From an optimization exercise on the open Yosys and OpenROAD flow, aimed at small area and a short achievable clock period; shortcuts taken in it are not production practice.
No functional check of the RTL was part of any run shown here.
Power is estimated from default activity; no workload was simulated.

==> design/flow/flow/run.sh <==
#!/bin/bash
set -euo pipefail
cd "$(dirname "$0")/.."
bash standard.sh synth > flow_synth.log 2>&1
bash standard.sh SETUP_SLACK_MARGIN=7.5 finish > flow_layout.log 2>&1
==> design/flow/design.v <==
module ml_demodulator_lane #(parameter LANE = 0) (
    input             clk,
    input             bwe,         
    input             rb,          
    input             sen,         
    input      [1:0]  sk,          
    input      [1:0]  sp,          
    input      [3:0]  ev,          
    input      [10:0] t_s, t_c,    
    input      [10:0] dpos, dneg,  
    input      [1:0]  sel_j,       
    output reg [5:0]  s_out,
    output     [10:0] p1,
    output     [7:0]  s1
);
    localparam EV_L4 = 4'd1, EV_C1 = 4'd2, EV_C2 = 4'd3, EV_CA = 4'd4, EV_CB = 4'd5,
               EV_C3 = 4'd6, EV_C4 = 4'd7, EV_IT = 4'd8, EV_C5 = 4'd9, EV_D1 = 4'd10,
               EV_D2 = 4'd11, EV_D3 = 4'd12, EV_C31 = 4'd13;
    reg  [10:0] s_temp [0:3];
    reg  [10:0] min_PED_1st, min_PED_2nd, min_PED_3rd, min_PED_temp, min_PED_temp2;
    reg  [1:0]  d1_76, d2_76, d3_76;
    reg  [3:0]  d1_h, d2_h, d3_h, dt_h, dt2_h;      
    reg         d1_0, d2_0, d3_0, dt_0, dt2_0;      
    wire [7:0]  s_fianl_1st   = {d1_76, d1_h, LANE[0], d1_0};
    wire [7:0]  s_fianl_2nd   = {d2_76, d2_h, LANE[0], d2_0};
    wire [7:0]  s_fianl_3rd   = {d3_76, d3_h, LANE[0], d3_0};
    wire [7:0]  s_final_temp  = {2'b00, dt_h, LANE[0], dt_0};
    wire [7:0]  s_final_temp2 = {2'b00, dt2_h, LANE[0], dt2_0};
    assign p1 = min_PED_1st;
    assign s1 = s_fianl_1st;
    always @(*) begin
        case (sel_j)
            2'd0: s_out = s_fianl_1st[5:0];
            2'd1: s_out = s_fianl_2nd[5:0];
            default: s_out = s_fianl_3rd[5:0];
        endcase
    end
    reg [10:0] b_s, b_c;
    always @(posedge clk) if (bwe) begin b_s <= t_s; b_c <= t_c; end
    wire [10:0] rx = rb ? dneg : dpos;
    wire [10:0] e  = b_s + b_c + ~rx + 11'd1;
    reg  [10:0] er;
    always @(posedge clk) er <= e;
    wire [9:0]  u = er[9:0];
    wire [19:0] sq_diag;
    genvar gi;
    generate
        for (gi = 0; gi < 10; gi = gi + 1) begin : g_diag
            assign sq_diag[2*gi] = u[gi];
            assign sq_diag[2*gi+1] = (gi == 5) ? er[10] : 1'b0;    
        end
    endgenerate
    wire [19:0] sq_r0 = ({10'd0, u[9:1] & {9{u[0]}}} << 2);
    wire [19:0] sq_r1 = ({10'd0, u[9:2] & {8{u[1]}}} << 4);
    wire [19:0] sq_r2 = ({10'd0, u[9:3] & {7{u[2]}}} << 6);
    wire [19:0] sq_r3 = ({10'd0, u[9:4] & {6{u[3]}}} << 8);
    wire [19:0] sq_r4 = ({10'd0, u[9:5] & {5{u[4]}}} << 10);
    wire [19:0] sq_r5 = ({10'd0, u[9:6] & {4{u[5]}}} << 12);
    wire [19:0] sq_r6 = ({10'd0, u[9:7] & {3{u[6]}}} << 14);
    wire [19:0] sq_r7 = ({10'd0, u[9:8] & {2{u[7]}}} << 16);
    wire [19:0] sq_r8 = ({10'd0, u[9:9] & {1{u[8]}}} << 18);
    wire [19:0] sq_sg = er[10] ? {~u[8:0], 11'd0} : 20'd0;
    wire [19:0] sqt_s1 = sq_diag ^ sq_r0 ^ sq_r1;
    wire [19:0] sqt_m1 = (sq_diag & sq_r0) | (sq_diag & sq_r1) | (sq_r0 & sq_r1);
    wire [19:0] sqt_c1 = {sqt_m1[18:0], 1'b0};
    wire [19:0] sqt_s2 = sq_r2 ^ sq_r3 ^ sq_r4;
    wire [19:0] sqt_m2 = (sq_r2 & sq_r3) | (sq_r2 & sq_r4) | (sq_r3 & sq_r4);
    wire [19:0] sqt_c2 = {sqt_m2[18:0], 1'b0};
    wire [19:0] sqt_s3 = sq_r5 ^ sq_r6 ^ sq_r7;
    wire [19:0] sqt_m3 = (sq_r5 & sq_r6) | (sq_r5 & sq_r7) | (sq_r6 & sq_r7);
    wire [19:0] sqt_c3 = {sqt_m3[18:0], 1'b0};
    wire [19:0] sqt_s4 = sqt_s1 ^ sqt_c1 ^ sqt_s2;
    wire [19:0] sqt_m4 = (sqt_s1 & sqt_c1) | (sqt_s1 & sqt_s2) | (sqt_c1 & sqt_s2);
    wire [19:0] sqt_c4 = {sqt_m4[18:0], 1'b0};
    wire [19:0] sqt_s5 = sqt_c2 ^ sqt_s3 ^ sqt_c3;
    wire [19:0] sqt_m5 = (sqt_c2 & sqt_s3) | (sqt_c2 & sqt_c3) | (sqt_s3 & sqt_c3);
    wire [19:0] sqt_c5 = {sqt_m5[18:0], 1'b0};
    wire [19:0] sqt_s6 = sqt_s4 ^ sqt_c4 ^ sqt_s5;
    wire [19:0] sqt_m6 = (sqt_s4 & sqt_c4) | (sqt_s4 & sqt_s5) | (sqt_c4 & sqt_s5);
    wire [19:0] sqt_c6 = {sqt_m6[18:0], 1'b0};
    wire [19:0] sqt_s7 = sqt_c5 ^ sq_r8 ^ sq_sg;
    wire [19:0] sqt_m7 = (sqt_c5 & sq_r8) | (sqt_c5 & sq_sg) | (sq_r8 & sq_sg);
    wire [19:0] sqt_c7 = {sqt_m7[18:0], 1'b0};
    wire [19:0] sqt_s8 = sqt_s6 ^ sqt_c6 ^ sqt_s7;
    wire [19:0] sqt_m8 = (sqt_s6 & sqt_c6) | (sqt_s6 & sqt_s7) | (sqt_c6 & sqt_s7);
    wire [19:0] sqt_c8 = {sqt_m8[18:0], 1'b0};
    wire [19:0] sqt_s9 = sqt_s8 ^ sqt_c8 ^ sqt_c7;
    wire [19:0] sqt_m9 = (sqt_s8 & sqt_c8) | (sqt_s8 & sqt_c7) | (sqt_c8 & sqt_c7);
    wire [19:0] sqt_c9 = {sqt_m9[18:0], 1'b0};
    wire [9:0] sq_lo = {1'b0, sqt_s9[8:0]} + {1'b0, sqt_c9[8:0]};
    reg  [10:0] q_s, q_c;
    reg         q_ci;
    always @(posedge clk) begin
        q_s  <= sqt_s9[19:9];
        q_c  <= sqt_c9[19:9];
        q_ci <= sq_lo[9];
    end
    reg  [10:0] pa;
    always @(*) begin
        case (sp)
            2'd0: pa = 11'd0;
            2'd1: pa = min_PED_1st;
            2'd2: pa = min_PED_2nd;
            default: pa = min_PED_3rd;
        endcase
    end
    wire [10:0] a1 = sk[1] ? (sk[0] ? s_temp[1] : s_temp[0]) : pa;
    wire [10:0] a2 = sk[0] ? s_temp[3] : s_temp[2];
    wire [10:0] x1s = a1 ^ q_s ^ q_c;
    wire [10:0] x1m = (a1 & q_s) | (a1 & q_c) | (q_s & q_c);
    wire [10:0] x2s = a2 ^ q_s ^ q_c;
    wire [10:0] x2m = (a2 & q_s) | (a2 & q_c) | (q_s & q_c);
    wire [10:0] o1 = x1s + {x1m[9:0], 1'b0} + {10'd0, q_ci};
    wire [10:0] o2 = x2s + {x2m[9:0], 1'b0} + {10'd0, q_ci};
    always @(posedge clk) if (sen) begin
        case (sk)
            2'd0: begin s_temp[0] <= o1; s_temp[1] <= o1; end
            2'd1: begin s_temp[2] <= o1; s_temp[3] <= o1; end
            2'd2: begin s_temp[0] <= o1; s_temp[2] <= o2; end
            default: begin s_temp[1] <= o1; s_temp[3] <= o2; end
        endcase
    end
    wire        mIT = (ev == EV_IT);
    wire        mCB = (ev == EV_CB);
    wire        mrg = (ev == EV_CA) | (ev == EV_CB) | (ev == EV_IT) | (ev == EV_C31);
    wire [10:0] mC = mIT ? min_PED_temp : min_PED_3rd;
    wire [10:0] mT = mCB ? min_PED_temp : min_PED_temp2;
    wire [10:0] k0 = mrg ? min_PED_1st : s_temp[0];
    wire [10:0] k1 = mrg ? min_PED_2nd : s_temp[1];
    wire [10:0] k2 = mrg ? mC : s_temp[2];
    wire [10:0] k3 = mrg ? mT : s_temp[3];
    wire lt01 = k0 < k1, lt02 = k0 < k2, lt03 = k0 < k3;
    wire lt12 = k1 < k2, lt13 = k1 < k3, lt23 = k2 < k3;
    wire eq01 = k0 == k1, eq02 = k0 == k2, eq03 = k0 == k3;
    wire eq12 = k1 == k2, eq13 = k1 == k3, eq23 = k2 == k3;
    wire lt10 = ~lt01 & ~eq01, lt20 = ~lt02 & ~eq02, lt30 = ~lt03 & ~eq03;
    wire lt21 = ~lt12 & ~eq12, lt31 = ~lt13 & ~eq13, lt32 = ~lt23 & ~eq23;
    reg [1:0] C1_1st, C1_3rd, C1_temp;
    always @(*) begin
        C1_1st = 2'd0; C1_3rd = 2'd0; C1_temp = 2'd0;
        if(lt01 && lt02 && lt03)
        begin
        C1_1st = 2'd0;
        if(lt13 && lt23)
        begin
        C1_3rd = 2'd1;
        C1_temp = 2'd2;
        end
        else if(lt12 && lt32)
        begin
        C1_3rd = 2'd1;
        C1_temp = 2'd3;
        end
        else
        begin
        C1_3rd = 2'd2;
        C1_temp = 2'd3;
        end
        end
        else if(lt10 && lt12 && lt13)
        begin
        C1_1st = 2'd1;
        if(lt03 && lt23)
        begin
        C1_3rd = 2'd0;
        C1_temp = 2'd2;
        end
        else if(lt02 && lt32)
        begin
        C1_3rd = 2'd0;
        C1_temp = 2'd3;
        end
        else
        begin
        C1_3rd = 2'd2;
        C1_temp = 2'd3;
        end
        end
        else if(lt20 && lt21 && lt23)
        begin
        C1_1st = 2'd2;
        if(lt03 && lt13)
        begin
        C1_3rd = 2'd0;
        C1_temp = 2'd1;
        end
        else if(lt10 && lt03)
        begin
        C1_3rd = 2'd1;
        C1_temp = 2'd3;
        end
        else
        begin
        C1_3rd = 2'd0;
        C1_temp = 2'd3;
        end
        end
        else
        begin
        C1_1st = 2'd3;
        if(lt02 && lt12)
        begin
        C1_3rd = 2'd0;
        C1_temp = 2'd1;
        end
        else if(lt01 && lt21)
        begin
        C1_3rd = 2'd0;
        C1_temp = 2'd2;
        end
        else
        begin
        C1_3rd = 2'd2;
        C1_temp = 2'd1;
        end
        end
    end
    reg [1:0] C2_2nd, C2_temp2;
    always @(*) begin
        C2_2nd = 2'd0; C2_temp2 = 2'd0;
        if(lt01 && lt02 && lt03)
        begin
        C2_2nd = 2'd0;
        if(lt12 && lt13)
        begin
        C2_temp2 = 2'd1;
        end
        else if(lt21 && lt23)
        begin
        C2_temp2 = 2'd2;
        end
        else
        begin
        C2_temp2 = 2'd3;
        end
        end
        else if(lt10 && lt12 && lt13)
        begin
        C2_2nd = 2'd1;
        if(lt02 && lt03)
        begin
        C2_temp2 = 2'd0;
        end
        else if(lt20 && lt23)
        begin
        C2_temp2 = 2'd2;
        end
        else
        begin
        C2_temp2 = 2'd3;
        end
        end
        else if(lt20 && lt21 && lt23)
        begin
        C2_2nd = 2'd2;
        if(lt01 && lt03)
        begin
        C2_temp2 = 2'd0;
        end
        else if(lt10 && lt13)
        begin
        C2_temp2 = 2'd1;
        end
        else
        begin
        C2_temp2 = 2'd3;
        end
        end
        else
        begin
        C2_2nd = 2'd3;
        if(lt01 && lt02)
        begin
        C2_temp2 = 2'd0;
        end
        else if(lt10 && lt12)
        begin
        C2_temp2 = 2'd1;
        end
        else
        begin
        C2_temp2 = 2'd2;
        end
        end
    end
    reg [1:0] C3_1st, C3_temp;
    always @(*) begin
        C3_1st = 2'd0; C3_temp = 2'd0;
        if(lt01 && lt02 && lt03)
        begin
        C3_1st = 2'd0;
        if(lt12 && lt13)
        begin
        C3_temp = 2'd1;
        end
        else if(lt21 && lt23)
        begin
        C3_temp = 2'd2;
        end
        else
        begin
        C3_temp = 2'd3;
        end
        end
        else if(lt10 && lt12 && lt13)
        begin
        C3_1st = 2'd1;
        if(lt02 && lt03)
        begin
        C3_temp = 2'd0;
        end
        else if(lt20 && lt23)
        begin
        C3_temp = 2'd2;
        end
        else
        begin
        C3_temp = 2'd3;
        end
        end
        else if(lt20 && lt21 && lt23)
        begin
        C3_1st = 2'd2;
        if(lt01 && lt03)
        begin
        C3_temp = 2'd0;
        end
        else if(lt10 && lt13)
        begin
        C3_temp = 2'd1;
        end
        else
        begin
        C3_temp = 2'd3;
        end
        end
        else
        begin
        C3_1st = 2'd3;
        if(lt01 && lt02)
        begin
        C3_temp = 2'd0;
        end
        else if(lt10 && lt12)
        begin
        C3_temp = 2'd1;
        end
        else
        begin
        C3_temp = 2'd2;
        end
        end
    end
    reg [1:0] C4_2nd, C4_temp2;
    always @(*) begin
        C4_2nd = 2'd0; C4_temp2 = 2'd0;
        if(lt01 && lt02 && lt03)
        begin
        C4_2nd = 2'd0;
        if(lt12 && lt13)
        begin
        C4_temp2 = 2'd1;
        end
        else if(lt21 && lt23)
        begin
        C4_temp2 = 2'd2;
        end
        else
        begin
        C4_temp2 = 2'd3;
        end
        end
        else if(lt10 && lt12 && lt13)
        begin
        C4_2nd = 2'd1;
        if(lt02 && lt03)
        begin
        C4_temp2 = 2'd0;
        end
        else if(lt20 && lt23)
        begin
        C4_temp2 = 2'd2;
        end
        else
        begin
        C4_temp2 = 2'd3;
        end
        end
        else if(lt20 && lt21 && lt23)
        begin
        C4_2nd = 2'd2;
        if(lt01 && lt03)
        begin
        C4_temp2 = 2'd0;
        end
        else if(lt10 && lt13)
        begin
        C4_temp2 = 2'd1;
        end
        else
        begin
        C4_temp2 = 2'd3;
        end
        end
        else
        begin
        C4_2nd = 2'd3;
        if(lt01 && lt02)
        begin
        C4_temp2 = 2'd0;
        end
        else if(lt10 && lt12)
        begin
        C4_temp2 = 2'd1;
        end
        else
        begin
        C4_temp2 = 2'd2;
        end
        end
    end
    reg [1:0] C5_3rd, C5_temp2;
    always @(*) begin
        C5_3rd = 2'd0; C5_temp2 = 2'd0;
        if(lt01 && lt02 && lt03)
        begin
        C5_3rd = 2'd0;
        if(lt12 && lt13)
        begin
        C5_temp2 = 2'd1;
        end
        else if(lt21 && lt23)
        begin
        C5_temp2 = 2'd2;
        end
        else
        begin
        C5_temp2 = 2'd3;
        end
        end
        else if(lt10 && lt12 && lt13)
        begin
        C5_3rd = 2'd1;
        if(lt02 && lt03)
        begin
        C5_temp2 = 2'd0;
        end
        else if(lt20 && lt23)
        begin
        C5_temp2 = 2'd2;
        end
        else
        begin
        C5_temp2 = 2'd3;
        end
        end
        else if(lt20 && lt21 && lt23)
        begin
        C5_3rd = 2'd2;
        if(lt01 && lt03)
        begin
        C5_temp2 = 2'd0;
        end
        else if(lt10 && lt13)
        begin
        C5_temp2 = 2'd1;
        end
        else
        begin
        C5_temp2 = 2'd3;
        end
        end
        else
        begin
        C5_3rd = 2'd3;
        if(lt01 && lt02)
        begin
        C5_temp2 = 2'd0;
        end
        else if(lt10 && lt12)
        begin
        C5_temp2 = 2'd1;
        end
        else
        begin
        C5_temp2 = 2'd2;
        end
        end
    end
    reg [1:0] D1_1st;
    always @(*) begin
        D1_1st = 2'd0;
        if(lt01 && lt02 && lt03)
        begin
        D1_1st = 2'd0;
        end
        else if(lt10 && lt12 && lt13)
        begin
        D1_1st = 2'd1;
        end
        else if(lt20 && lt21 && lt23)
        begin
        D1_1st = 2'd2;
        end
        else
        begin
        D1_1st = 2'd3;
        end
    end
    reg [1:0] D2_2nd;
    always @(*) begin
        D2_2nd = 2'd0;
        if(lt01 && lt02 && lt03)
        begin
        D2_2nd = 2'd0;
        end
        else if(lt10 && lt12 && lt13)
        begin
        D2_2nd = 2'd1;
        end
        else if(lt20 && lt21 && lt23)
        begin
        D2_2nd = 2'd2;
        end
        else
        begin
        D2_2nd = 2'd3;
        end
    end
    reg [1:0] D3_3rd;
    always @(*) begin
        D3_3rd = 2'd0;
        if(lt01 && lt02 && lt03)
        begin
        D3_3rd = 2'd0;
        end
        else if(lt10 && lt12 && lt13)
        begin
        D3_3rd = 2'd1;
        end
        else if(lt20 && lt21 && lt23)
        begin
        D3_3rd = 2'd2;
        end
        else
        begin
        D3_3rd = 2'd3;
        end
    end
    reg  [1:0] iM, iX2, iX3;
    reg  [4:0] par;         
    reg        f32;         
    always @(*) begin
        iM = D1_1st; iX2 = C2_temp2; iX3 = C1_temp;
        par = {d1_h, d1_0}; f32 = 1'b0;
        case (ev)
            EV_L4: begin iM = LANE ? 2'd2 : 2'd0; iX2 = LANE ? 2'd3 : 2'd1; end
            EV_C1: begin iM = C1_1st; iX2 = C1_3rd; f32 = 1'b1; end
            EV_C2: begin iM = C2_2nd; iX2 = C2_temp2; par = {d2_h, d2_0}; f32 = 1'b1; end
            EV_C3: begin iM = C3_1st; iX2 = C3_temp; end
            EV_C4: begin iM = C4_2nd; iX2 = C4_temp2; par = {d2_h, d2_0}; end
            EV_C5: begin iM = C5_3rd; iX2 = C5_temp2; par = {d3_h, d3_0}; end
            EV_D2: begin iM = D2_2nd; par = {d2_h, d2_0}; end
            EV_D3: begin iM = D3_3rd; par = {d3_h, d3_0}; end
            default: ;
        endcase
    end
    wire [10:0] vM  = s_temp[iM];
    wire [10:0] vX2 = s_temp[iX2];
    wire [10:0] vX3 = s_temp[iX3];
    wire [4:0]  nM  = f32 ? {par[4:3], iM,  par[0]} : {iM,  par[2:1], par[0]};
    wire [4:0]  nX2 = f32 ? {par[4:3], iX2, par[0]} : {iX2, par[2:1], par[0]};
    wire [4:0]  nX3 = {par[4:3], iX3, par[0]};
    wire [4:0]  mS = mCB ? {dt_h, dt_0} : {dt2_h, dt2_0};
    wire gAB = lt10, gAC = lt20, gBA = lt01, gBC = lt21, gCA = lt02, gCB = lt12;
    wire amax = gAB & gAC, bmax = gBA & gBC, cmax = gCA & gCB;
    wire repA = amax & lt30;
    wire repB = ~amax & bmax & lt31;
    wire repC = ~amax & ~bmax & cmax & lt32;
    wire c31a = gAB & gCB;            
    wire c31b = ~c31a & gAC & gBC;    
    always @(posedge clk) begin
        case (ev)
            EV_L4: begin
                min_PED_1st <= vM; min_PED_2nd <= vX2;
                {d1_h, d1_0} <= 5'b00000; {d2_h, d2_0} <= 5'b00001;
            end
            EV_C1: begin
                min_PED_1st <= vM;  {d1_h, d1_0} <= nM;
                min_PED_3rd <= vX2; {d3_h, d3_0} <= nX2;
                min_PED_temp <= vX3; {dt_h, dt_0} <= nX3;
            end
            EV_C2, EV_C4: begin
                min_PED_2nd <= vM;    {d2_h, d2_0} <= nM;
                min_PED_temp2 <= vX2; {dt2_h, dt2_0} <= nX2;
            end
            EV_C3: begin
                min_PED_1st <= vM;   {d1_h, d1_0} <= nM;
                min_PED_temp <= vX2; {dt_h, dt_0} <= nX2;
            end
            EV_C5: begin
                min_PED_3rd <= vM;    {d3_h, d3_0} <= nM;
                min_PED_temp2 <= vX2; {dt2_h, dt2_0} <= nX2;
            end
            EV_D1: begin min_PED_1st <= vM; d1_76 <= iM; end
            EV_D2: begin min_PED_2nd <= vM; d2_76 <= iM; end
            EV_D3: begin min_PED_3rd <= vM; d3_76 <= iM; end
            EV_CA, EV_CB, EV_IT: begin
                if (repA) begin min_PED_1st <= mT; {d1_h, d1_0} <= mS; end
                if (repB) begin min_PED_2nd <= mT; {d2_h, d2_0} <= mS; end
                if (repC & mIT) begin min_PED_temp <= mT; {dt_h, dt_0} <= mS; end
                if (repC & ~mIT) begin min_PED_3rd <= mT; {d3_h, d3_0} <= mS; end
            end
            EV_C31: begin
                if (c31a) begin min_PED_1st <= min_PED_2nd; {d1_76, d1_h, d1_0} <= {d2_76, d2_h, d2_0}; end
                if (c31b) begin min_PED_1st <= min_PED_3rd; {d1_76, d1_h, d1_0} <= {d3_76, d3_h, d3_0}; end
            end
            default: ;
        endcase
    end
endmodule
module ml_demodulator(
    i_clk,
    i_reset,
    i_trig,
    i_y_hat,
    i_r,
    i_rd_rdy,
    o_rd_vld,
    o_llr,
    o_hard_bit
);
    input i_clk;
    input i_reset;
    input i_trig;
    input [159:0] i_y_hat;
    input [319:0] i_r;
    input i_rd_rdy;
    output o_rd_vld;
    output [7:0] o_llr;
    output o_hard_bit;
    reg [10:0] y4i, y4r, y3i, y3r, y2i, y2r, y1i, y1r;
    always @(posedge i_clk) if (i_trig) begin
        y4i <= i_y_hat[159:149]; y4r <= i_y_hat[139:129];
        y3i <= i_y_hat[119:109]; y3r <= i_y_hat[ 99: 89];
        y2i <= i_y_hat[ 79: 69]; y2r <= i_y_hat[ 59: 49];
        y1i <= i_y_hat[ 39: 29]; y1r <= i_y_hat[ 19:  9];
    end
    reg [10:0] ch [0:15];
    wire       ch_sh = (k_slot != 3'd0);
    integer ci;
    always @(posedge i_clk) begin
        if (i_trig) begin
        ch[0] <= i_r[319:309];    
        ch[1] <= i_r[279:269];    
        ch[2] <= i_r[299:289];    
        ch[3] <= i_r[179:169];    
        ch[4] <= i_r[239:229];    
        ch[5] <= i_r[259:249];    
        ch[6] <= i_r[139:129];    
        ch[7] <= i_r[159:149];    
        ch[8] <= i_r[79:69];    
        ch[9] <= i_r[39:29];    
        ch[10] <= i_r[59:49];    
        ch[11] <= i_r[199:189];    
        ch[12] <= i_r[219:209];    
        ch[13] <= i_r[99:89];    
        ch[14] <= i_r[119:109];    
        ch[15] <= i_r[19:9];    
        end else if (ch_sh) begin
            for (ci = 0; ci < 15; ci = ci + 1) ch[ci] <= ch[ci + 1];
        end
    end
    reg       busy;
    reg [5:0] cyc;
    always @(posedge i_clk or posedge i_reset) begin
        if (i_reset) begin
            busy <= 1'b0;
            cyc  <= 6'd0;
        end else if (i_trig) begin
            busy <= 1'b1;
            cyc  <= 6'd0;
        end else if (busy) begin
            cyc  <= cyc + 6'd1;
            if (cyc == 6'd57) busy <= 1'b0;
        end
    end
    reg [21-1:0] cw_next, cw;
    always @(*) begin
        cw_next = 21'h1800;
        if (busy) begin
            case (cyc)
            6'd0: cw_next = 21'h12000;
            6'd1: cw_next = 21'hbc00;
            6'd2: cw_next = 21'h18200;
            6'd3: cw_next = 21'h680;
            6'd4: cw_next = 21'h81b00;
            6'd5: cw_next = 21'h90380;
            6'd6: cw_next = 21'h88c02;
            6'd7: cw_next = 21'h98220;
            6'd8: cw_next = 21'ha0ea0;
            6'd9: cw_next = 21'hb0320;
            6'd10: cw_next = 21'ha8fa0;
            6'd11: cw_next = 21'hb8244;
            6'd12: cw_next = 21'h26c0;
            6'd13: cw_next = 21'h3340;
            6'd14: cw_next = 21'h43c0;
            6'd15: cw_next = 21'h5006;
            6'd16: cw_next = 21'h1008;
            6'd17: cw_next = 21'ha;
            6'd18: cw_next = 21'h0;
            6'd19: cw_next = 21'h100800;
            6'd20: cw_next = 21'h116000;
            6'd21: cw_next = 21'h10fc00;
            6'd22: cw_next = 21'h118220;
            6'd23: cw_next = 21'h120ea0;
            6'd24: cw_next = 21'h130320;
            6'd25: cw_next = 21'h128fa0;
            6'd26: cw_next = 21'h13824c;
            6'd27: cw_next = 21'h140ec0;
            6'd28: cw_next = 21'h150340;
            6'd29: cw_next = 21'h148fc0;
            6'd30: cw_next = 21'h15826e;
            6'd31: cw_next = 21'h26f0;
            6'd32: cw_next = 21'h3370;
            6'd33: cw_next = 21'h43f0;
            6'd34: cw_next = 21'h5012;
            6'd35: cw_next = 21'h1008;
            6'd36: cw_next = 21'ha;
            6'd37: cw_next = 21'h0;
            6'd38: cw_next = 21'h180800;
            6'd39: cw_next = 21'h190000;
            6'd40: cw_next = 21'h188c00;
            6'd41: cw_next = 21'h198220;
            6'd42: cw_next = 21'h1a0ea0;
            6'd43: cw_next = 21'h1b0320;
            6'd44: cw_next = 21'h1a8fa0;
            6'd45: cw_next = 21'h1b8254;
            6'd46: cw_next = 21'h1c0ec0;
            6'd47: cw_next = 21'h1d0340;
            6'd48: cw_next = 21'h1c8fc0;
            6'd49: cw_next = 21'h1d8276;
            6'd50: cw_next = 21'h6e0;
            6'd51: cw_next = 21'h360;
            6'd52: cw_next = 21'h3e0;
            6'd53: cw_next = 21'h18;
            6'd54: cw_next = 21'h1a;
            6'd55: cw_next = 21'h0;
            6'd56: cw_next = 21'h1;
            6'd57: cw_next = 21'h1800;
                default: cw_next = 21'h1800;
            endcase
        end
    end
    always @(posedge i_clk) cw <= cw_next;
    wire [1:0] k_lay = cw[20:19];
    wire [1:0] k_j = cw[18:17];
    wire [0:0] k_lane = cw[16:16];
    wire [0:0] k_part = cw[15:15];
    wire [2:0] k_slot = cw[14:12];
    wire [0:0] k_bwe = cw[11:11];
    wire [0:0] k_rb = cw[10:10];
    wire [0:0] k_sen = cw[9:9];
    wire [1:0] k_sk = cw[8:7];
    wire [1:0] k_sp = cw[6:5];
    wire [3:0] k_ev = cw[4:1];
    wire [0:0] k_fin = cw[0:0];
    reg [10:0] cwp;     
    always @(posedge i_clk) cwp <= {k_bwe, k_rb, k_sen, k_sk, k_sp, k_ev};
    wire [10:0] cx = ch[0];
    wire [10:0] cx1 = {cx[10], cx[10:1]};
    wire [10:0] cx3 = {{3{cx[10]}}, cx[10:3]};
    wire [10:0] cx4 = {{4{cx[10]}}, cx[10:4]};
    wire [10:0] cpos = cx1 + cx3 + cx4;
    wire [1:0]  ccor = {1'b0, ~cx[0]} + {1'b0, ~|cx[2:0]} + {1'b0, ~|cx[3:0]};
    wire        cmin = (cx == 11'h400);
    wire [10:0] cneg = cmin ? cpos : (~cx1 + ~cx3 + ~cx4 + {9'd0, ccor});
    wire [1:0]  cc = {1'b0, cx[0]} + {1'b0, |cx[2:0]} + {1'b0, |cx[3:0]};
    reg [10:0] dP, dN, f1rP, f1iP, f2rP, f2iP, f3rP, f3iP;
    reg [1:0]  f1rC, f1iC, f2rC, f2iC, f3rC, f3iC;
    reg        f1rM, f1iM, f2rM, f2iM, f3rM, f3iM;
    always @(posedge i_clk) begin
        case (k_slot)
            3'd1: begin dP <= cpos; dN <= cneg; end
            3'd2: begin f1rP <= cpos; f1rC <= cc; f1rM <= cmin; end
            3'd3: begin f1iP <= cpos; f1iC <= cc; f1iM <= cmin; end
            3'd4: begin f2rP <= cpos; f2rC <= cc; f2rM <= cmin; end
            3'd5: begin f2iP <= cpos; f2iC <= cc; f2iM <= cmin; end
            3'd6: begin f3rP <= cpos; f3rC <= cc; f3rM <= cmin; end
            3'd7: begin f3iP <= cpos; f3iC <= cc; f3iM <= cmin; end
            default: ;
        endcase
    end
    wire [1:0] n_lay = cw_next[20:19];
    wire [1:0] n_j = cw_next[18:17];
    wire [0:0] n_lane = cw_next[16:16];
    wire [0:0] n_part = cw_next[15:15];
    wire [5:0] s_n, s_p;
    wire [5:0] ns = (n_lay == 2'd1) ? {4'd0, n_lane, n_j[0]} : (n_lane ? s_p : s_n);
    function automatic [4:0] term;    
        input g, sub, s, m;
        input [1:0] c;
        reg se;
        begin
            se = s & ~m;
            if (!g)       term = 5'b0_0000;
            else if (sub) term = se ? {1'b0, 2'b00, c} : {1'b1, 4'd1};
            else          term = se ? {1'b1, 4'd1 - {2'b00, c}} : {1'b0, 4'd0};
        end
    endfunction
    wire ng1 = (n_lay != 2'd0), ng2 = n_lay[1], ng3 = (n_lay == 2'd3);
    wire [4:0] ta1 = term(ng1, 1'b1,   n_part ? ns[0] : ns[1], f1rM, f1rC);
    wire [4:0] tb1 = term(ng1, n_part, n_part ? ns[1] : ns[0], f1iM, f1iC);
    wire [4:0] ta2 = term(ng2, 1'b1,   n_part ? ns[2] : ns[3], f2rM, f2rC);
    wire [4:0] tb2 = term(ng2, n_part, n_part ? ns[3] : ns[2], f2iM, f2iC);
    wire [4:0] ta3 = term(ng3, 1'b1,   n_part ? ns[4] : ns[5], f3rM, f3rC);
    wire [4:0] tb3 = term(ng3, n_part, n_part ? ns[5] : ns[4], f3iM, f3iC);
    wire [5:0] nk = {{2{ta1[3]}}, ta1[3:0]} + {{2{tb1[3]}}, tb1[3:0]} + {{2{ta2[3]}}, ta2[3:0]}
                  + {{2{tb2[3]}}, tb2[3:0]} + {{2{ta3[3]}}, ta3[3:0]} + {{2{tb3[3]}}, tb3[3:0]};
    reg  fa1, fb1, fa2, fb2, fa3, fb3;
    reg  [5:0] tk;
    always @(posedge i_clk) begin
        fa1 <= ta1[4]; fb1 <= tb1[4]; fa2 <= ta2[4]; fb2 <= tb2[4]; fa3 <= ta3[4]; fb3 <= tb3[4];
        tk <= nk;
    end
    wire g1 = (k_lay != 2'd0);
    wire g2 = k_lay[1];
    wire g3 = (k_lay == 2'd3);
    reg  [10:0] t_y;
    always @(*) begin
        case ({k_lay, k_part})
            3'b000: t_y = y4r; 3'b001: t_y = y4i;
            3'b010: t_y = y3r; 3'b011: t_y = y3i;
            3'b100: t_y = y2r; 3'b101: t_y = y2i;
            3'b110: t_y = y1r; default: t_y = y1i;
        endcase
    end
    wire [10:0] t_a1 = ({11{g1}} & f1rP) ^ {11{fa1}};
    wire [10:0] t_b1 = ({11{g1}} & f1iP) ^ {11{fb1}};
    wire [10:0] t_a2 = ({11{g2}} & f2rP) ^ {11{fa2}};
    wire [10:0] t_b2 = ({11{g2}} & f2iP) ^ {11{fb2}};
    wire [10:0] t_a3 = ({11{g3}} & f3rP) ^ {11{fa3}};
    wire [10:0] t_b3 = ({11{g3}} & f3iP) ^ {11{fb3}};
    wire [10:0] t_k  = {{5{tk[5]}}, tk};
    wire [10:0] trt_s10 = t_y ^ t_a1 ^ t_a2;
    wire [10:0] trt_m10 = (t_y & t_a1) | (t_y & t_a2) | (t_a1 & t_a2);
    wire [10:0] trt_c10 = {trt_m10[9:0], 1'b0};
    wire [10:0] trt_s11 = t_a3 ^ t_b1 ^ t_b2;
    wire [10:0] trt_m11 = (t_a3 & t_b1) | (t_a3 & t_b2) | (t_b1 & t_b2);
    wire [10:0] trt_c11 = {trt_m11[9:0], 1'b0};
    wire [10:0] trt_s12 = trt_s10 ^ trt_c10 ^ trt_s11;
    wire [10:0] trt_m12 = (trt_s10 & trt_c10) | (trt_s10 & trt_s11) | (trt_c10 & trt_s11);
    wire [10:0] trt_c12 = {trt_m12[9:0], 1'b0};
    wire [10:0] trt_s13 = trt_c11 ^ t_b3 ^ t_k;
    wire [10:0] trt_m13 = (trt_c11 & t_b3) | (trt_c11 & t_k) | (t_b3 & t_k);
    wire [10:0] trt_c13 = {trt_m13[9:0], 1'b0};
    wire [10:0] trt_s14 = trt_s12 ^ trt_c12 ^ trt_s13;
    wire [10:0] trt_m14 = (trt_s12 & trt_c12) | (trt_s12 & trt_s13) | (trt_c12 & trt_s13);
    wire [10:0] trt_c14 = {trt_m14[9:0], 1'b0};
    wire [10:0] trt_s15 = trt_s14 ^ trt_c14 ^ trt_c13;
    wire [10:0] trt_m15 = (trt_s14 & trt_c14) | (trt_s14 & trt_c13) | (trt_c14 & trt_c13);
    wire [10:0] trt_c15 = {trt_m15[9:0], 1'b0};
    wire [10:0] p1_n, p1_p;
    wire [7:0]  s1_n, s1_p;
    ml_demodulator_lane #(.LANE(0)) lane_n (
        .clk(i_clk), .bwe(k_bwe & ~k_lane), .rb(k_rb), .sen(k_sen), .sk(k_sk), .sp(k_sp), .ev(k_ev),
        .t_s(trt_s15), .t_c(trt_c15), .dpos(dP), .dneg(dN),
        .sel_j(n_j), .s_out(s_n), .p1(p1_n), .s1(s1_n));
    ml_demodulator_lane #(.LANE(1)) lane_p (
        .clk(i_clk), .bwe(cwp[10] & k_lane), .rb(cwp[9]), .sen(cwp[8]), .sk(cwp[7:6]), .sp(cwp[5:4]), .ev(cwp[3:0]),
        .t_s(trt_s15), .t_c(trt_c15), .dpos(dP), .dneg(dN),
        .sel_j(n_j), .s_out(s_p), .p1(p1_p), .s1(s1_p));
    wire        fin  = busy & k_fin;
    wire        win  = (p1_n < p1_p);
    wire [7:0]  w_m  = win ? p1_n[8:1] : p1_p[8:1];
    wire [7:0]  w_s  = win ? s1_n : s1_p;
    reg  [7:0]  q_m [0:15];
    reg  [7:0]  q_sb [0:15];
    reg  [3:0]  wp, rp;
    reg  [4:0]  cnt;
    reg  [2:0]  oi;
    reg         vld;
    reg  [7:0]  llr;
    always @(posedge i_clk) if (fin) begin
        q_m[wp]  <= w_m;
        q_sb[wp] <= w_s;
    end
    wire [7:0] h_m  = q_m[rp];
    wire [7:0] h_s  = q_sb[rp];
    wire       h_b  = h_s[~oi];
    wire [7:0] h_l  = h_b ? (h_m - 8'h7f) : (8'h7f - h_m);
    wire       free = ~vld | i_rd_rdy;
    wire       avail = (cnt != 5'd0);
    wire       pop  = free & avail;
    wire       done = pop & (oi == 3'd7);
    always @(posedge i_clk or posedge i_reset) begin
        if (i_reset) begin
            wp <= 4'd0; rp <= 4'd0; cnt <= 5'd0; oi <= 3'd0; vld <= 1'b0;
        end else begin
            if (fin) wp <= wp + 4'd1;
            if (done) rp <= rp + 4'd1;
            cnt <= cnt + {4'd0, fin} - {4'd0, done};
            if (pop) oi <= oi + 3'd1;
            if (free) vld <= avail;
        end
    end
    always @(posedge i_clk) if (pop) llr <= h_l;
    assign o_rd_vld   = vld;
    assign o_llr      = llr;
    assign o_hard_bit = llr[7];
endmodule
==> design/flow/standard.sh <==
#!/bin/bash
# synth_recipe.tcl (not shown) runs the flow's synth.tcl, then flattens the netlist and writes it again
# the make line also repeats each setting of config.mk as NAME=value (left out here)
make -C /OpenROAD-flow-scripts/flow DESIGN_CONFIG=/design/flow/config.mk WORK_HOME=/design/flow/orfs CLKGATE_MAP_FILE= SYNTH_SCRIPT=/design/flow/synth_recipe.tcl "${@:-finish}"
==> design/flow/constraint.sdc <==
create_clock -name core_clock -period 11.0 [get_ports {i_clk}]
set_input_delay 2.2000 -clock core_clock [delete_from_list [all_inputs] [get_ports {i_clk}]]
set_output_delay 2.2000 -clock core_clock [all_outputs]
set_load 0.01 [all_outputs]
==> design/flow/config.mk <==
export PLATFORM = sky130hd
export DESIGN_NAME = ml_demodulator
export DESIGN_NICKNAME = ml_demodulator
export VERILOG_FILES = /design/flow/design.v
export SDC_FILE = /design/flow/constraint.sdc
export NUM_CORES = 8
export LEC_CHECK = 0
export ABC_CLOCK_PERIOD_IN_PS = 3000
export CAP_MARGIN = 20
export CORE_MARGIN = 2
export CORE_UTILIZATION = 40
export SETUP_SLACK_MARGIN = 5
export SLEW_MARGIN = 20
==> results of run 1 <==
-- flip-flops by register name, summed over array words and instances, names as in the netlist, 19 cells and up --
signal	flops
lane_p.s_temp	44
lane_n.s_temp	44
q_m	128
q_sb	128
cw	19
ch	176
-- worst max-delay path: cells and delay by family (launching register included) --
family / cells / cell delay (ns)
buf+inv: 4 / 0.31
mux: 4 / 1.21
compound gates: 5 / 0.68
xor+xnor: 1 / 0.13
simple gates: 6 / 0.82
flops: 1 / 0.46
fa+ha+maj: 5 / 1.91
-- power groups by stage --
stage	Sequential [W]	Clock, W	Combinational (W)
2_1_floorplan	0.00584	0	0.00712
3_3_place_gp	0.00607	0	0.00906
3_5_place_dp	0.00609	0	0.00923
4_1_cts	0.00597	0.00407	0.0116
5_1_grt	0.00604	0.00422	0.0138
6_report	0.00598	0.00400	0.0127
-- final cells by class --
class | count | area share (%)
multi-input combinational | 3215 | 41.4
tap | 2044 | 3.15
timing repair buffer | 783 | 10.5
inverter | 429 | 2.04
clock inverter | 71 | 1.02
clock buffer | 148 | 3.76
antenna | 5 | 0.0154
sequential | 1068 | 38.1
-- cell usage after synthesis, types with 14 or more instances --
cell type  count  area (um2)
inv_1        423        1590
and2_1       119         744
a221o_1       41         410
nand4_1       26         163
buf_1         25        93.8
or3_1         19         119
o21a_1        40         300
dfxtp_1      110        2200
a21oi_1      196         981
fa_1         203        4060
a22oi_1       15         113
mux4_2       104        2340
o21ai_0      206        1030
dfrtp_1       24         601
nor2_1       230         863
nand2b_1      20         125
o21bai_1      17         128
mux2i_1      150        1500
nor3_1        46         230
xor2_1        73         639
o211ai_1      52         390
edfxtp_1     934       28000
mux2_2       327        3680
clkbuf_1     165         619
nand3_1       37         185
a21o_1        38         285
a21boi_0      19         143
ha_1         365        4570
nor2b_1       69         432
nand2_1      365        1370
xnor2_1      102         893
o221ai_1      56         490
buf_2         14        70.1
a211oi_1      28         210
-- cells by family (layout without fill, tap and decap cells) --
logic type / Yosys count / in the layout / synth area share, %
XOR/XNOR: 175 / 175 / 2.49
buffers and inverters: 635 / 1431 / 3.91
AO/OA/AOI/OAI: 841 / 842 / 9.16
other: 0 / 5 / 0
multiplexers: 586 / 593 / 12.4
flip-flops: 1068 / 1068 / 50.1
adder cells (fa/ha/maj): 568 / 568 / 14.0
AND/OR/NAND/NOR: 1021 / 1037 / 7.96
-- routing by layer --
| metal | share of wire, % | vias to the layer above | track usage, % |
|---|---|---|---|
| li1 | - | 19500 | - |
| met3 | 8.8 | 597 | 5.26 |
| met1 | 40 | 21700 | 29.0 |
| met2 | 46 | 1967 | 36.9 |
| met5 | 0.088 | - | 0 |
| met4 | 5.2 | 24 | 9.63 |
-- metrics by stage --
stage / worst slack, ns / cell area, um2
after floorplan: 5.67 / 63800
after global placement: 3.76 / 68300
after detailed placement: 3.70 / 68400
after CTS: 5.45 / 78900
after global routing: 5.16 / 81100
final: 5.39 / 81100
-- worst max path at each step --
stage,slack (ns),startpoint,end
2_1_floorplan,5.67,cyc[0]$_DFFE_PP0P_,tk[5]$_DFF_P_
3_5_place_dp,3.70,cwp[3]$_DFF_P_,lane_p.min_PED_3rd[1]$_DFFE_PP_
3_3_place_gp,3.76,cw[3]$_SDFF_PN0_,lane_n.min_PED_temp[2]$_DFFE_PP_
6_report,5.39,cyc[1]$_DFFE_PP0P_,tk[5]$_DFF_P_
4_1_cts,5.45,cyc[1]$_DFFE_PP0P_,tk[5]$_DFF_P_
5_1_grt,5.16,cyc[1]$_DFFE_PP0P_,tk[5]$_DFF_P_
-- repair_timing --
action | in CTS | in global routing
gates cloned | 41 | 12
buffers inserted | 313 | 100
hold buffers | 0 | 0
gates resized for setup | 723 | 309
pin swaps | 251 | 190
setup endpoints to repair | 947 | 853
==> results.sh, run 1 <==
export IMPL_avgSynthCellArea_um2=12.6
export IMPL_power_density_nw_per_um2=279
export IMPL_clock_path_buffers=3
export IMPL_htreeDepth=3
export IMPL_slowest_delay_ns=0.51
export IMPL_crit_required_ns=11.67
export IMPL_grt_max_degree=94
export IMPL_hold_viol=0
export IMPL_period_share_pct=51.0
export IMPL_combPwrFrac_pct=55.9
export IMPL_synth_nets=5946
export IMPL_setup_violations=0
export IMPL_ys_warn_count=6
export IMPL_rsz0062_at_grt="yes"
export IMPL_tns_ns=0
export IMPL_hold_class="register to register"
export IMPL_via_per_inst=5.64
export IMPL_crit_fanout=8
export IMPL_wl_per_cell_um=23.7
export IMPL_cap_violations=0
export IMPL_synth_ff_type="edfxtp_1"
export IMPL_crit_type="register to register"
export IMPL_max_vdd_ir_drop_mv=0.296
export IMPL_place_inst=7073
export IMPL_cp_slowest_cell="fa_1"
export IMPL_drc=0
export IMPL_worstSetupEndpointType="register"
export IMPL_first_pass_iters=8
export IMPL_syn_area_um2=61600
export IMPL_worstReg2RegEnd="tk[5]$_DFF_P_"
export IMPL_layout_drive_gt1_share_pct=32.8
export IMPL_io_pins=494
export IMPL_antenna_left=0
export IMPL_worstSkewPairLatency_ns=0.78
export IMPL_initialDrtViolationCount=3918
export IMPL_skew_ns=0.0654
export IMPL_min_path_cells=0
export IMPL_whs_ns=0.347
export IMPL_internal_power_w=0.0140
export IMPL_hold_start="cw[11]$_SDFF_PN1_"
export IMPL_areaGrowthSynthToFinish_pct=31.7
export IMPL_gp_congestion=0.877
export IMPL_synth_cell_types=90
export IMPL_tritoncts="built"
export IMPL_final_cells=7763
export IMPL_status="complete, no violations"
export IMPL_crit_path_start_kind="register"
export IMPL_fp_row_count=144
export IMPL_grt_pass1_vias=44600
export IMPL_yosysSeqAreaShare_pct=50.1
export IMPL_slew_violations=0
export IMPL_cts_sinks=1068
export IMPL_switching_share_pct=38.0
export IMPL_power_w=0.0226
export IMPL_final_cell_mix="edfxtp_1 (934), inv_1 (383), nand2_1 (314)"
export IMPL_synth_seq_cells=1068
export IMPL_totalWireLength_mm=184
export IMPL_p_switching_w=0.00861
export IMPL_die_w_um=397
export IMPL_pwr_share_seq_pct=26.4
export IMPL_pwr_share_clk_pct=17.7
export IMPL_slew_headroom_pct=24.6
export IMPL_core_region_area_um2=154000
export IMPL_dieArea_um2=157000
export IMPL_fmax_mhz=178
export IMPL_syn_inst=4894
export IMPL_synth_edff_count=934
export IMPL_layout_commonest_cell="edfxtp_1"
export IMPL_worstHoldEndpoint="cwp[10]$_DFF_P_"
export IMPL_grt_pass1_wl_mm=272
export IMPL_worstPathArrival_ns=6.28
export IMPL_vias=43800
export IMPL_r2r_cells=25
export IMPL_multi_input_comb_area_um2=33600
export IMPL_fin_crit_ns=5.61
export IMPL_utilization_pct=52.9
export IMPL_r2r_start="cyc[1]$_DFFE_PP0P_"
export IMPL_grt_antenna_before_repair=20
export IMPL_fill_cells=12700
export IMPL_numCtsBuffers=117
export IMPL_p_leak_nw=30.7
export IMPL_cts_root_buf="clkbuf_16"
export IMPL_grt_util_all_layers_pct=22.7
export IMPL_regArea_um2=30900
export IMPL_die_y_um=397
export IMPL_regToRegSetupSlack_ns=5.39
export IMPL_grt_overflow_total=0
export IMPL_async_flop_share_pct=2.25
export IMPL_clk_pin_slew_ns=0.06
export IMPL_nNetsFinal=6666
export IMPL_hpwlAfterDp_mm=115
export IMPL_start_util_pct=40.1
export IMPL_io_buffers=277
export IMPL_tightest_slew_ns=1.13
==> run 2, diff against run 1 <==
--- a/design/flow/design.v
+++ b/design/flow/design.v
@@ -7,3 +7,3 @@
     input      [1:0]  sp,          
-    input      [3:0]  ev,          
+    input      [12:0] eo,          
     input      [10:0] t_s, t_c,    
@@ -15,5 +15,4 @@
 );
-    localparam EV_L4 = 4'd1, EV_C1 = 4'd2, EV_C2 = 4'd3, EV_CA = 4'd4, EV_CB = 4'd5,
-               EV_C3 = 4'd6, EV_C4 = 4'd7, EV_IT = 4'd8, EV_C5 = 4'd9, EV_D1 = 4'd10,
-               EV_D2 = 4'd11, EV_D3 = 4'd12, EV_C31 = 4'd13;
+    wire e_l4 = eo[12], e_c1 = eo[11], e_c2 = eo[10], e_c3 = eo[9], e_c4 = eo[8], e_c5 = eo[7];
+    wire e_d1 = eo[6], e_d2 = eo[5], e_d3 = eo[4], e_mrg = eo[3], e_cb = eo[2], e_it = eo[1], e_c31 = eo[0];
     reg  [10:0] s_temp [0:3];
@@ -122,5 +121,5 @@
     end
-    wire        mIT = (ev == EV_IT);
-    wire        mCB = (ev == EV_CB);
-    wire        mrg = (ev == EV_CA) | (ev == EV_CB) | (ev == EV_IT) | (ev == EV_C31);
+    wire        mIT = e_it;
+    wire        mCB = e_cb;
+    wire        mrg = e_mrg;
     wire [10:0] mC = mIT ? min_PED_temp : min_PED_3rd;
@@ -549,20 +548,9 @@
     end
-    reg  [1:0] iM, iX2, iX3;
-    reg  [4:0] par;         
-    reg        f32;         
-    always @(*) begin
-        iM = D1_1st; iX2 = C2_temp2; iX3 = C1_temp;
-        par = {d1_h, d1_0}; f32 = 1'b0;
-        case (ev)
-            EV_L4: begin iM = LANE ? 2'd2 : 2'd0; iX2 = LANE ? 2'd3 : 2'd1; end
-            EV_C1: begin iM = C1_1st; iX2 = C1_3rd; f32 = 1'b1; end
-            EV_C2: begin iM = C2_2nd; iX2 = C2_temp2; par = {d2_h, d2_0}; f32 = 1'b1; end
-            EV_C3: begin iM = C3_1st; iX2 = C3_temp; end
-            EV_C4: begin iM = C4_2nd; iX2 = C4_temp2; par = {d2_h, d2_0}; end
-            EV_C5: begin iM = C5_3rd; iX2 = C5_temp2; par = {d3_h, d3_0}; end
-            EV_D2: begin iM = D2_2nd; par = {d2_h, d2_0}; end
-            EV_D3: begin iM = D3_3rd; par = {d3_h, d3_0}; end
-            default: ;
-        endcase
-    end
+    wire [1:0] iM  = e_l4 ? (LANE ? 2'd2 : 2'd0) : C1_1st;
+    wire [1:0] iX2 = e_l4 ? (LANE ? 2'd3 : 2'd1) : (e_c1 ? C1_3rd : C2_temp2);
+    wire [1:0] iX3 = C1_temp;
+    wire       ps1 = e_c1 | e_c3 | e_d1;
+    wire       ps2 = e_c2 | e_c4 | e_d2;
+    wire [4:0] par = ps1 ? {d1_h, d1_0} : (ps2 ? {d2_h, d2_0} : {d3_h, d3_0});
+    wire       f32 = e_c1 | e_c2;        
     wire [10:0] vM  = s_temp[iM];
@@ -581,40 +569,38 @@
     wire c31b = ~c31a & gAC & gBC;    
+    wire mg   = e_mrg & ~e_c31;
+    wire rA   = mg & repA, rB = mg & repB, rC3 = mg & repC & ~mIT, rCT = mg & repC & mIT;
+    wire c3a  = e_c31 & c31a, c3b = e_c31 & c31b;
+    wire p1m  = e_l4 | e_c1 | e_c3 | e_d1;
+    wire p2m  = e_c2 | e_c4 | e_d2;
+    wire p3m  = e_c5 | e_d3;
+    wire s1n  = e_c1 | e_c3;
+    wire s2n  = e_c2 | e_c4;
+    wire t2x  = e_c2 | e_c4 | e_c5;
+    wire en1  = p1m | rA | c3a | c3b;
+    wire en2  = p2m | e_l4 | rB;
+    wire en3  = p3m | e_c1 | rC3;
+    wire enT  = e_c1 | e_c3 | rCT;
+    wire [10:0] nP1 = ({11{p1m}} & vM) | ({11{rA}} & mT) | ({11{c3a}} & min_PED_2nd) | ({11{c3b}} & min_PED_3rd);
+    wire [10:0] nP2 = ({11{p2m}} & vM) | ({11{e_l4}} & vX2) | ({11{rB}} & mT);
+    wire [10:0] nP3 = ({11{p3m}} & vM) | ({11{e_c1}} & vX2) | ({11{rC3}} & mT);
+    wire [10:0] nPT = ({11{e_c1}} & vX3) | ({11{e_c3}} & vX2) | ({11{rCT}} & mT);
+    wire [4:0]  nS1 = ({5{s1n}} & nM) | ({5{rA}} & mS) | ({5{c3a}} & {d2_h, d2_0}) | ({5{c3b}} & {d3_h, d3_0});
+    wire [4:0]  nS2 = ({5{s2n}} & nM) | ({5{e_l4}} & 5'b00001) | ({5{rB}} & mS);
+    wire [4:0]  nS3 = ({5{e_c5}} & nM) | ({5{e_c1}} & nX2) | ({5{rC3}} & mS);
+    wire [4:0]  nST = ({5{e_c1}} & nX3) | ({5{e_c3}} & nX2) | ({5{rCT}} & mS);
+    wire [1:0]  n76 = ({2{e_d1}} & iM) | ({2{c3a}} & d2_76) | ({2{c3b}} & d3_76);
     always @(posedge clk) begin
-        case (ev)
-            EV_L4: begin
-                min_PED_1st <= vM; min_PED_2nd <= vX2;
-                {d1_h, d1_0} <= 5'b00000; {d2_h, d2_0} <= 5'b00001;
-            end
-            EV_C1: begin
-                min_PED_1st <= vM;  {d1_h, d1_0} <= nM;
-                min_PED_3rd <= vX2; {d3_h, d3_0} <= nX2;
-                min_PED_temp <= vX3; {dt_h, dt_0} <= nX3;
-            end
-            EV_C2, EV_C4: begin
-                min_PED_2nd <= vM;    {d2_h, d2_0} <= nM;
-                min_PED_temp2 <= vX2; {dt2_h, dt2_0} <= nX2;
-            end
-            EV_C3: begin
-                min_PED_1st <= vM;   {d1_h, d1_0} <= nM;
-                min_PED_temp <= vX2; {dt_h, dt_0} <= nX2;
-            end
-            EV_C5: begin
-                min_PED_3rd <= vM;    {d3_h, d3_0} <= nM;
-                min_PED_temp2 <= vX2; {dt2_h, dt2_0} <= nX2;
-            end
-            EV_D1: begin min_PED_1st <= vM; d1_76 <= iM; end
-            EV_D2: begin min_PED_2nd <= vM; d2_76 <= iM; end
-            EV_D3: begin min_PED_3rd <= vM; d3_76 <= iM; end
-            EV_CA, EV_CB, EV_IT: begin
-                if (repA) begin min_PED_1st <= mT; {d1_h, d1_0} <= mS; end
-                if (repB) begin min_PED_2nd <= mT; {d2_h, d2_0} <= mS; end
-                if (repC & mIT) begin min_PED_temp <= mT; {dt_h, dt_0} <= mS; end
-                if (repC & ~mIT) begin min_PED_3rd <= mT; {d3_h, d3_0} <= mS; end
-            end
-            EV_C31: begin
-                if (c31a) begin min_PED_1st <= min_PED_2nd; {d1_76, d1_h, d1_0} <= {d2_76, d2_h, d2_0}; end
-                if (c31b) begin min_PED_1st <= min_PED_3rd; {d1_76, d1_h, d1_0} <= {d3_76, d3_h, d3_0}; end
-            end
-            default: ;
-        endcase
+        if (en1) min_PED_1st <= nP1;
+        if (en2) min_PED_2nd <= nP2;
+        if (en3) min_PED_3rd <= nP3;
+        if (enT) min_PED_temp <= nPT;
+        if (t2x) min_PED_temp2 <= vX2;
+        if (e_l4 | s1n | rA | c3a | c3b) {d1_h, d1_0} <= nS1;
+        if (e_l4 | s2n | rB) {d2_h, d2_0} <= nS2;
+        if (e_c5 | e_c1 | rC3) {d3_h, d3_0} <= nS3;
+        if (enT) {dt_h, dt_0} <= nST;
+        if (t2x) {dt2_h, dt2_0} <= nX2;
+        if (e_d1 | c3a | c3b) d1_76 <= n76;
+        if (e_d2) d2_76 <= iM;
+        if (e_d3) d3_76 <= iM;
     end
@@ -687,66 +673,66 @@
     end
-    reg [21-1:0] cw_next, cw;
+    reg [30-1:0] cw_next, cw;
     always @(*) begin
-        cw_next = 21'h1800;
+        cw_next = 30'h300000;
         if (busy) begin
             case (cyc)
-            6'd0: cw_next = 21'h12000;
-            6'd1: cw_next = 21'hbc00;
-            6'd2: cw_next = 21'h18200;
-            6'd3: cw_next = 21'h680;
-            6'd4: cw_next = 21'h81b00;
-            6'd5: cw_next = 21'h90380;
-            6'd6: cw_next = 21'h88c02;
-            6'd7: cw_next = 21'h98220;
-            6'd8: cw_next = 21'ha0ea0;
-            6'd9: cw_next = 21'hb0320;
-            6'd10: cw_next = 21'ha8fa0;
-            6'd11: cw_next = 21'hb8244;
-            6'd12: cw_next = 21'h26c0;
-            6'd13: cw_next = 21'h3340;
-            6'd14: cw_next = 21'h43c0;
-            6'd15: cw_next = 21'h5006;
-            6'd16: cw_next = 21'h1008;
-            6'd17: cw_next = 21'ha;
-            6'd18: cw_next = 21'h0;
-            6'd19: cw_next = 21'h100800;
-            6'd20: cw_next = 21'h116000;
-            6'd21: cw_next = 21'h10fc00;
-            6'd22: cw_next = 21'h118220;
-            6'd23: cw_next = 21'h120ea0;
-            6'd24: cw_next = 21'h130320;
-            6'd25: cw_next = 21'h128fa0;
-            6'd26: cw_next = 21'h13824c;
-            6'd27: cw_next = 21'h140ec0;
-            6'd28: cw_next = 21'h150340;
-            6'd29: cw_next = 21'h148fc0;
-            6'd30: cw_next = 21'h15826e;
-            6'd31: cw_next = 21'h26f0;
-            6'd32: cw_next = 21'h3370;
-            6'd33: cw_next = 21'h43f0;
-            6'd34: cw_next = 21'h5012;
-            6'd35: cw_next = 21'h1008;
-            6'd36: cw_next = 21'ha;
-            6'd37: cw_next = 21'h0;
-            6'd38: cw_next = 21'h180800;
-            6'd39: cw_next = 21'h190000;
-            6'd40: cw_next = 21'h188c00;
-            6'd41: cw_next = 21'h198220;
-            6'd42: cw_next = 21'h1a0ea0;
-            6'd43: cw_next = 21'h1b0320;
-            6'd44: cw_next = 21'h1a8fa0;
-            6'd45: cw_next = 21'h1b8254;
-            6'd46: cw_next = 21'h1c0ec0;
-            6'd47: cw_next = 21'h1d0340;
-            6'd48: cw_next = 21'h1c8fc0;
-            6'd49: cw_next = 21'h1d8276;
-            6'd50: cw_next = 21'h6e0;
-            6'd51: cw_next = 21'h360;
-            6'd52: cw_next = 21'h3e0;
-            6'd53: cw_next = 21'h18;
-            6'd54: cw_next = 21'h1a;
-            6'd55: cw_next = 21'h0;
-            6'd56: cw_next = 21'h1;
-            6'd57: cw_next = 21'h1800;
-                default: cw_next = 21'h1800;
+            6'd0: cw_next = 30'h2400000;
+            6'd1: cw_next = 30'h1780000;
+            6'd2: cw_next = 30'h3040000;
+            6'd3: cw_next = 30'hd0000;
+            6'd4: cw_next = 30'h10360000;
+            6'd5: cw_next = 30'h12070000;
+            6'd6: cw_next = 30'h11182000;
+            6'd7: cw_next = 30'h13044000;
+            6'd8: cw_next = 30'h141d4000;
+            6'd9: cw_next = 30'h16064000;
+            6'd10: cw_next = 30'h151f4000;
+            6'd11: cw_next = 30'h17049000;
+            6'd12: cw_next = 30'h4d8000;
+            6'd13: cw_next = 30'h668000;
+            6'd14: cw_next = 30'h878000;
+            6'd15: cw_next = 30'ha00800;
+            6'd16: cw_next = 30'h200010;
+            6'd17: cw_next = 30'h18;
+            6'd18: cw_next = 30'h0;
+            6'd19: cw_next = 30'h20100000;
+            6'd20: cw_next = 30'h22c00000;
+            6'd21: cw_next = 30'h21f80000;
+            6'd22: cw_next = 30'h23044000;
+            6'd23: cw_next = 30'h241d4000;
+            6'd24: cw_next = 30'h26064000;
+            6'd25: cw_next = 30'h251f4000;
+            6'd26: cw_next = 30'h27048400;
+            6'd27: cw_next = 30'h281d8000;
+            6'd28: cw_next = 30'h2a068000;
+            6'd29: cw_next = 30'h291f8000;
+            6'd30: cw_next = 30'h2b04c200;
+            6'd31: cw_next = 30'h4dc014;
+            6'd32: cw_next = 30'h66c014;
+            6'd33: cw_next = 30'h87c014;
+            6'd34: cw_next = 30'ha00100;
+            6'd35: cw_next = 30'h200010;
+            6'd36: cw_next = 30'h18;
+            6'd37: cw_next = 30'h0;
+            6'd38: cw_next = 30'h30100000;
+            6'd39: cw_next = 30'h32000000;
+            6'd40: cw_next = 30'h31180000;
+            6'd41: cw_next = 30'h33044000;
+            6'd42: cw_next = 30'h341d4000;
+            6'd43: cw_next = 30'h36064000;
+            6'd44: cw_next = 30'h351f4000;
+            6'd45: cw_next = 30'h37048080;
+            6'd46: cw_next = 30'h381d8000;
+            6'd47: cw_next = 30'h3a068000;
+            6'd48: cw_next = 30'h391f8000;
+            6'd49: cw_next = 30'h3b04c040;
+            6'd50: cw_next = 30'hdc000;
+            6'd51: cw_next = 30'h6c000;
+            6'd52: cw_next = 30'h7c000;
+            6'd53: cw_next = 30'h20;
+            6'd54: cw_next = 30'h12;
+            6'd55: cw_next = 30'h0;
+            6'd56: cw_next = 30'h1;
+            6'd57: cw_next = 30'h300000;
+                default: cw_next = 30'h300000;
             endcase
@@ -755,16 +741,16 @@
     always @(posedge i_clk) cw <= cw_next;
-    wire [1:0] k_lay = cw[20:19];
-    wire [1:0] k_j = cw[18:17];
-    wire [0:0] k_lane = cw[16:16];
-    wire [0:0] k_part = cw[15:15];
-    wire [2:0] k_slot = cw[14:12];
-    wire [0:0] k_bwe = cw[11:11];
-    wire [0:0] k_rb = cw[10:10];
-    wire [0:0] k_sen = cw[9:9];
-    wire [1:0] k_sk = cw[8:7];
-    wire [1:0] k_sp = cw[6:5];
-    wire [3:0] k_ev = cw[4:1];
+    wire [1:0] k_lay = cw[29:28];
+    wire [1:0] k_j = cw[27:26];
+    wire [0:0] k_lane = cw[25:25];
+    wire [0:0] k_part = cw[24:24];
+    wire [2:0] k_slot = cw[23:21];
+    wire [0:0] k_bwe = cw[20:20];
+    wire [0:0] k_rb = cw[19:19];
+    wire [0:0] k_sen = cw[18:18];
+    wire [1:0] k_sk = cw[17:16];
+    wire [1:0] k_sp = cw[15:14];
+    wire [12:0] k_eo = cw[13:1];
     wire [0:0] k_fin = cw[0:0];
-    reg [10:0] cwp;     
-    always @(posedge i_clk) cwp <= {k_bwe, k_rb, k_sen, k_sk, k_sp, k_ev};
+    reg [19:0] cwp;     
+    always @(posedge i_clk) cwp <= {k_bwe, k_rb, k_sen, k_sk, k_sp, k_eo};
     wire [10:0] cx = ch[0];
@@ -793,6 +779,6 @@
     end
-    wire [1:0] n_lay = cw_next[20:19];
-    wire [1:0] n_j = cw_next[18:17];
-    wire [0:0] n_lane = cw_next[16:16];
-    wire [0:0] n_part = cw_next[15:15];
+    wire [1:0] n_lay = cw_next[29:28];
+    wire [1:0] n_j = cw_next[27:26];
+    wire [0:0] n_lane = cw_next[25:25];
+    wire [0:0] n_part = cw_next[24:24];
     wire [5:0] s_n, s_p;
@@ -825,5 +811,4 @@
     end
-    wire g1 = (k_lay != 2'd0);
-    wire g2 = k_lay[1];
-    wire g3 = (k_lay == 2'd3);
+    reg  g1, g2, g3;
+    always @(posedge i_clk) begin g1 <= ng1; g2 <= ng2; g3 <= ng3; end
     reg  [10:0] t_y;
@@ -865,3 +850,3 @@
     ml_demodulator_lane #(.LANE(0)) lane_n (
-        .clk(i_clk), .bwe(k_bwe & ~k_lane), .rb(k_rb), .sen(k_sen), .sk(k_sk), .sp(k_sp), .ev(k_ev),
+        .clk(i_clk), .bwe(k_bwe & ~k_lane), .rb(k_rb), .sen(k_sen), .sk(k_sk), .sp(k_sp), .eo(k_eo),
         .t_s(trt_s15), .t_c(trt_c15), .dpos(dP), .dneg(dN),
@@ -869,3 +854,3 @@
     ml_demodulator_lane #(.LANE(1)) lane_p (
-        .clk(i_clk), .bwe(cwp[10] & k_lane), .rb(cwp[9]), .sen(cwp[8]), .sk(cwp[7:6]), .sp(cwp[5:4]), .ev(cwp[3:0]),
+        .clk(i_clk), .bwe(cwp[19] & k_lane), .rb(cwp[18]), .sen(cwp[17]), .sk(cwp[16:15]), .sp(cwp[14:13]), .eo(cwp[12:0]),
         .t_s(trt_s15), .t_c(trt_c15), .dpos(dP), .dneg(dN),
==> results.sh, run 2 <==
export IMPL_synth_cell_types=98
export IMPL_synth_ff_type="edfxtp_1"
export IMPL_cts_root_buf="clkbuf_16"
export IMPL_ys_warn_count=6
export IMPL_io_pins=494
export IMPL_pwr_share_clk_pct=20.0
export IMPL_io_buffers=277
export IMPL_skew_ns=0.113
export IMPL_rsz0062_at_grt="yes"
export IMPL_hpwlAfterDp_mm=117
export IMPL_hold_class="register to register"
export IMPL_synthAdderAreaFrac_pct=13.9
export IMPL_nNetsFinal=6824
export IMPL_synth_edff_count=934
export IMPL_synth_seq_cells=1088
export IMPL_synth_simple_area_share_pct=7.47
export IMPL_synth_common_cells="edfxtp_1 (934), inv_1 (501), ha_1 (365)"
export IMPL_slew_violations=0
export IMPL_regToRegSetupSlack_ns=5.25
export IMPL_yosysTopAreaCellShare_pct=45.0
export IMPL_cp_slowest_cell="fa_1"
export IMPL_syn_area_um2=62300
export IMPL_fp_row_count=144
export IMPL_via_per_inst=5.63
export IMPL_synth_area_leaders="edfxtp_1 (45%), ha_1 (7.3%), fa_1 (6.5%)"
export IMPL_cts_hold_buf=0
export IMPL_totalWireLength_mm=187
export IMPL_setup_slack_ns=5.25
export IMPL_reg_top3="ch x176, q_m x128, q_sb x128"
export IMPL_yosysSeqAreaShare_pct=50.2
export IMPL_grt_util_all_layers_pct=23.0
export IMPL_first_pass_iters=8
export IMPL_synth_top_family_by_area="adder cells"
export IMPL_yosysMostFrequentCell="edfxtp_1"
export IMPL_switching_share_pct=37.3
export IMPL_synth_top_area_cell="edfxtp_1"
export IMPL_max_vdd_ir_drop_mv=0.173
export IMPL_areaGrowthSynthToFinish_pct=31.5
export IMPL_start_util_pct=40.3
export IMPL_crit_fanout=6
export IMPL_place_ws_ns=4.29
export IMPL_crit_path_start_kind="register"
export IMPL_tns_ns=0
export IMPL_core_region_area_um2=154000
export IMPL_setup_violations=0
export IMPL_critPathTopFamily="adder cells"
export IMPL_antenna_left=0
export IMPL_p_leak_nw=31.9
export IMPL_grt_antenna_before_repair=18
export IMPL_final_cell_mix="edfxtp_1 (934), inv_1 (449), buf_4 (319)"
export IMPL_grt_overflow_total=0
export IMPL_avgSynthCellArea_um2=12.4
export IMPL_grt_pass1_wl_mm=279
export IMPL_crit_type="register to register"
export IMPL_clk_pin_slew_ns=0.07
export IMPL_synth_nets=6081
export IMPL_syn_inst=5029
export IMPL_numCtsBuffers=120
export IMPL_hold_viol=0
export IMPL_synthMuxAreaShare_pct=11.7
export IMPL_internal_power_w=0.0130
export IMPL_synth_xor_area_share_pct=2.46
export IMPL_grt_max_degree=77
export IMPL_drc=0
export IMPL_initialDrtViolationCount=4419
export IMPL_dieArea_um2=159000
export IMPL_worstSkewPairLatency_ns=0.79
export IMPL_slew_headroom_pct=15.1
export IMPL_slowest_delay_ns=0.58
export IMPL_status="complete, no violations"
export IMPL_fmax_mhz=174
run 2: cell count changes after synthesis, sizes merged, moves of 21 or more:
cell and delta:
mux2 +21, o21ai +59, inv +79, mux4 -51
a21o +28, mux2i +54, o221ai +27, o211ai -32
nand2 -43, nor3 -23, and2 -22, a21oi -32
run 2: area by class of cell:
type,count,area (um2)
antenna,8,20.0
clock buffer,145,3150
clock inverter,83,923
fill,12800,72500
inverter,508,1950
multi-input combinational,3228,33100
sequential,1088,31300
tap,2044,2560
timing repair buffer,826,8930
run 2: routing by layer:
| metal | track usage (%) | share of wire, % |
|---|---|---|
| met5 | 0 | 0.064 |
| met4 | 10.5 | 5.4 |
| met3 | 5.61 | 8.4 |
| met2 | 37.4 | 47 |
| met1 | 29.1 | 40 |
run 2: power by group through the flow:
stage / Sequential (W) / Combinational (W) / Clock [W]
after floorplan: 0.00568 / 0.00600 / 0
after global placement: 0.00589 / 0.00779 / 0
after detailed placement: 0.00590 / 0.00794 / 0
after CTS: 0.00580 / 0.00983 / 0.00421
after global routing: 0.00585 / 0.0118 / 0.00437
final: 0.00578 / 0.0107 / 0.00414
run 2: cells by family after synthesis:
family,count (synthesis)
AOI/OAI and AO/OA,911
xor gates and xnor gates,175
adders and majority gates,568
buffers and inverters,728
DFF,1088
muxes,610
and+or+nand+nor,949
run 2: final timing paths:
check | from | to | depth (start not counted)
hold / removal | cw[20]$_SDFF_PN1_ | cwp[19]$_DFF_P_ | 0
min in group asynchronous | i_reset | oi[0]$_DFFE_PP0P_ | 3
hold reg to reg | cw[20]$_SDFF_PN1_ | cwp[19]$_DFF_P_ | 0
setup reg to reg | cyc[1]$_DFFE_PP0P_ | tk[4]$_DFF_P_ | 21
max in group asynchronous | i_reset | rp[0]$_DFFE_PP0P_ | 3
setup / recovery | cyc[1]$_DFFE_PP0P_ | tk[4]$_DFF_P_ | 21
run 2: timing repair:
| action | in CTS | in global routing |
|---|---|---|
| gates resized for setup | 743 | 337 |
| pin swaps | 194 | 194 |
| gates cloned | 46 | 1 |
| endpoints found under the setup margin | 635 | 510 |
| buffers inserted | 289 | 144 |
run 2: per-stage QoR:
stage	instance area [um2]	power, W	instances	hold slack (ns)	util, %
floorplan	63700	0.0117	5029	0.324	-
global placement	68500	0.0137	7211	0.339	44.3
detailed placement	68500	0.0138	7211	0.353	44.3
CTS	79200	0.0198	7774	0.368	51.3
global route	81900	0.0220	7923	0.388	53.0
finish	81900	0.0207	7930	0.380	53.1

-- port drivers added, routing unchanged --
No port has a modelled driver above. Below, the same layouts with a new extraction and two added sets of constraints. Step 1: set_driving_cell puts a clkbuf_16 on i_clk and a buf_2 on each other input, an assumption about the parent block. Step 2, shift: input delay + t, output delay - t, t = (earliest + latest rising clock arrival at the registers) / 2. This alone moves slack from input paths to output paths. Slacks: ideal ports / drivers / drivers and shift; pairs: ideal ports / drivers.
| run | t, ns | slack for setup (ns) | worst setup path at the end | clock arrival spread, ns | worst register clock-pin slew, ns |
|---|---|---|---|---|---|
| run 1 | 0.827 | 5.393 / 5.393 / 5.393 | register to register | 0.069 / 0.069 | 0.07 / 0.07 |
| run 2 | 0.818 | 5.251 / 5.251 / 5.251 | register to register | 0.122 / 0.123 | 0.07 / 0.07 |
After both steps every run listed still meets setup and hold.
